Background: an optimization exercise with open tools, aiming at small area. Do not read the settings as production practice.
The RTL was checked by simulation tests, not by an equivalence proof against the original design.
No driver is modelled on the clock port, so clock power and skew are understated where the tree is cut down; a real chip needs a root buffer or a tree.
Power is estimated from default activity; no workload was simulated.

==> flow/design.v <==
`timescale 1ns / 1ps
module MAGS(
    input [15:0] x,
    input [15:0] y,
    output [15:0] a,
    output [15:0] b,
    output s
    );
wire nz = (|x) & (|y);
assign a = (x[15] ? -x : x) & {16{nz}};
assign b = (y[15] ? -y : y) & {16{nz}};
assign s = (x[15] ^ y[15]) & nz;
endmodule
module ROBA(
    input [15:0] a,
    input [15:0] b,
    input        s,
    output [31:0] p
    );
function [4:0] rexp;
    input [15:0] v;
    integer i;
    reg [15:0] h;      
    reg [3:0] e;
    reg up;
    begin
        h[15] = 1'b1;
        for (i = 14; i >= 0; i = i - 1)
            h[i] = h[i+1] & ~v[i+1];
        e = 4'd0; up = 1'b0;
        for (i = 0; i < 16; i = i + 1)
            if (v[i] & h[i]) e = e | i;
        for (i = 2; i < 16; i = i + 1)
            up = up | (v[i] & h[i] & v[i-1]);
        rexp = {up, e + up};
    end
endfunction
wire [4:0] ra = rexp(a);
wire [4:0] rb = rexp(b);
wire [3:0] ea = ra[3:0];
wire [3:0] eb = rb[3:0];
wire [16:0] d;
genvar i;
generate
    for (i = 0; i < 15; i = i + 1) begin : g_d
        assign d[i] = (|b[15:i+1]) ? b[i] : rb[4];
    end
endgenerate
assign d[15] = rb[4];
assign d[16] = rb[4];
wire [16:0] an = s ? -{1'b0, a} : {1'b0, a};
wire [16:0] dn = d ^ {17{s}};
wire [29:0] t1 = {{13{an[16]}}, an} << eb;
wire [44:0] t2w = {{13{dn[16]}}, dn, {15{s}}} << ea;
wire [29:0] t2 = t2w[44:15];
wire [29:0] lo;
SUMX sum(t1, t2, s, lo);
assign p = {s, s | (a[15] & b[15]), lo};
endmodule
module SUMX(
    input [29:0] t1,
    input [29:0] t2,
    input        s,
    output [29:0] p
    );
assign p = t1 + t2 + s;
endmodule
`timescale 1ns / 1ps
module mult_top(
    input clk,
    input  [15:0] x,
    input  [15:0] y,
    output reg [31:0] p_out
    );
    reg [15:0] X_abs;
    reg [15:0] Y_abs;
    reg        P_sign;
    wire [15:0] xa;
    wire [15:0] ya;
    wire        s;
    wire [31:0] P_vec;
    MAGS mags(x, y, xa, ya, s);
    ROBA mult(X_abs, Y_abs, P_sign, P_vec);
    always @(posedge clk)
    begin
        p_out  <= P_vec;
        X_abs  <= xa;
        Y_abs  <= ya;
        P_sign <= s;
    end
endmodule
export LEC_CHECK = 0
export CAP_MARGIN = 0
export CELL_PAD_IN_SITES_DETAIL_PLACEMENT = 0
export CELL_PAD_IN_SITES_GLOBAL_PLACEMENT = 0
export CORE_MARGIN = 2
export CORE_UTILIZATION = 70
export GPL_TIMING_DRIVEN = 0
export PLACE_DENSITY = 0.75
export SLEW_MARGIN = 0
create_clock -name core_clock -period 10.0 [get_ports {clk}]
standard.sh (not shown) runs the stock make flow with config.mk's settings and CLKGATE_MAP_FILE= SYNTH_SCRIPT=/design/flow/synth_recipe.tcl, a recipe that flattens the netlist after the stock synthesis.
==> flow/flow/run.sh <==
#!/bin/bash
# Own area-oriented synthesis (flow/synth.tcl), then the standard layout
# with single-strength port buffers and a small clock tree. Full tool output
# goes to flow.log here; ORFS's per-step logs are under orfs/logs/.
# The adder module keeps the structure Yosys gives it (one mapping pass);
# the rounding and shifting module gets LUT mapping with don't-care
# resynthesis (mfs) before cell mapping; the rest a plain area script. 
# After CTS, flow/clock_tree.tcl replaces TritonCTS's two-level tree with
# four clkbuf_8 leaves driven from the clock port, one per register cluster.
set -euo pipefail
HERE=$(pwd)
export MY_ABC_SCRIPTS="MAGS:$HERE/flow/abc_area.script ROBA:$HERE/flow/abc_mfs.script SUMX:$HERE/flow/abc_keep.script mult_top:$HERE/flow/abc_keep.script"
export MY_CTS_N=4 MY_CTS_CELL=sky130_fd_sc_hd__clkbuf_8 MY_CTS_PORT=clk
export MY_CTS_SLACKCAP=1 MY_CTS_SLEW_LIMIT=0.115
bash standard.sh SYNTH_SCRIPT=$HERE/flow/synth.tcl \
  POST_CTS_TCL=$HERE/flow/clock_tree.tcl \
  "BUFFER_PORTS_ARGS=-buffer_cell sky130_fd_sc_hd__buf_1" \
  "CTS_ARGS=-sink_clustering_enable -repair_clock_nets -dont_use_dummy_load -root_buf sky130_fd_sc_hd__clkbuf_4 -buf_list sky130_fd_sc_hd__clkbuf_4" \
  finish > $HERE/flow.log 2>&1
Other scripts of this flow, unchanged in this note and not shown: flow/flow/abc_area.script, flow/flow/abc_keep.script, flow/flow/abc_mfs.script, flow/flow/clock_tree.tcl, flow/flow/synth.tcl
==> next run, changes <==
--- a/flow/design.v
+++ b/flow/design.v
@@ -18,22 +18,19 @@
     output [31:0] p
     );
 function [4:0] rexp;
     input [15:0] v;
     integer i;
-    reg [15:0] h;      
     reg [3:0] e;
     reg up;
     begin
-        h[15] = 1'b1;
-        for (i = 14; i >= 0; i = i - 1)
-            h[i] = h[i+1] & ~v[i+1];
         e = 4'd0; up = 1'b0;
-        for (i = 0; i < 16; i = i + 1)
-            if (v[i] & h[i]) e = e | i;
-        for (i = 2; i < 16; i = i + 1)
-            up = up | (v[i] & h[i] & v[i-1]);
+        for (i = 1; i < 16; i = i + 1)
+            if (v[i]) begin
+                e = i;
+                up = (i >= 2) ? v[i-1] : 1'b0;
+            end
         rexp = {up, e + up};
     end
 endfunction
 wire [4:0] ra = rexp(a);
 wire [4:0] rb = rexp(b);
Effect: Sequential cell count stays the same. Via count went up by 2.7%. Clock skew is about the same. Total power grows by 1.5%. Sequential share of layout area drops by 0.22 points. Routed wire length goes up by 4.9%. Die area went up by 0.58%. Synthesized cell count is higher by 0.63%. Worst setup slack gains 0.93 ns.
In every run of this note, the design's own scripts or RTL, not TritonCTS, make the clock network.

## what the ideal ports hide
The results above use ideal ports. As a check the final layouts listed here were re-extracted and re-timed, cells and wires unchanged.
Step 1, drivers: a clkbuf_16 drives clk and a buf_2 each remaining input, both assumed.
Step 2, shift: input delay + t, output delay - t, t = (earliest + latest rising clock arrival at the registers) / 2. This alone moves slack from input paths to output paths.
Three values: no drivers, after step 1, after step 2; two values: the first two.
run | t (ns) | slack for setup (ns) | worst slew at a driven data input, ns | pins driven straight from the clock port
the first run | 0.223 | 1.272 / 1.272 / 1.272 | 0.03 | 4
the second run | 0.224 | 2.199 / 2.199 / 2.199 | 0.04 | 4
After both steps every run listed still meets setup and hold.
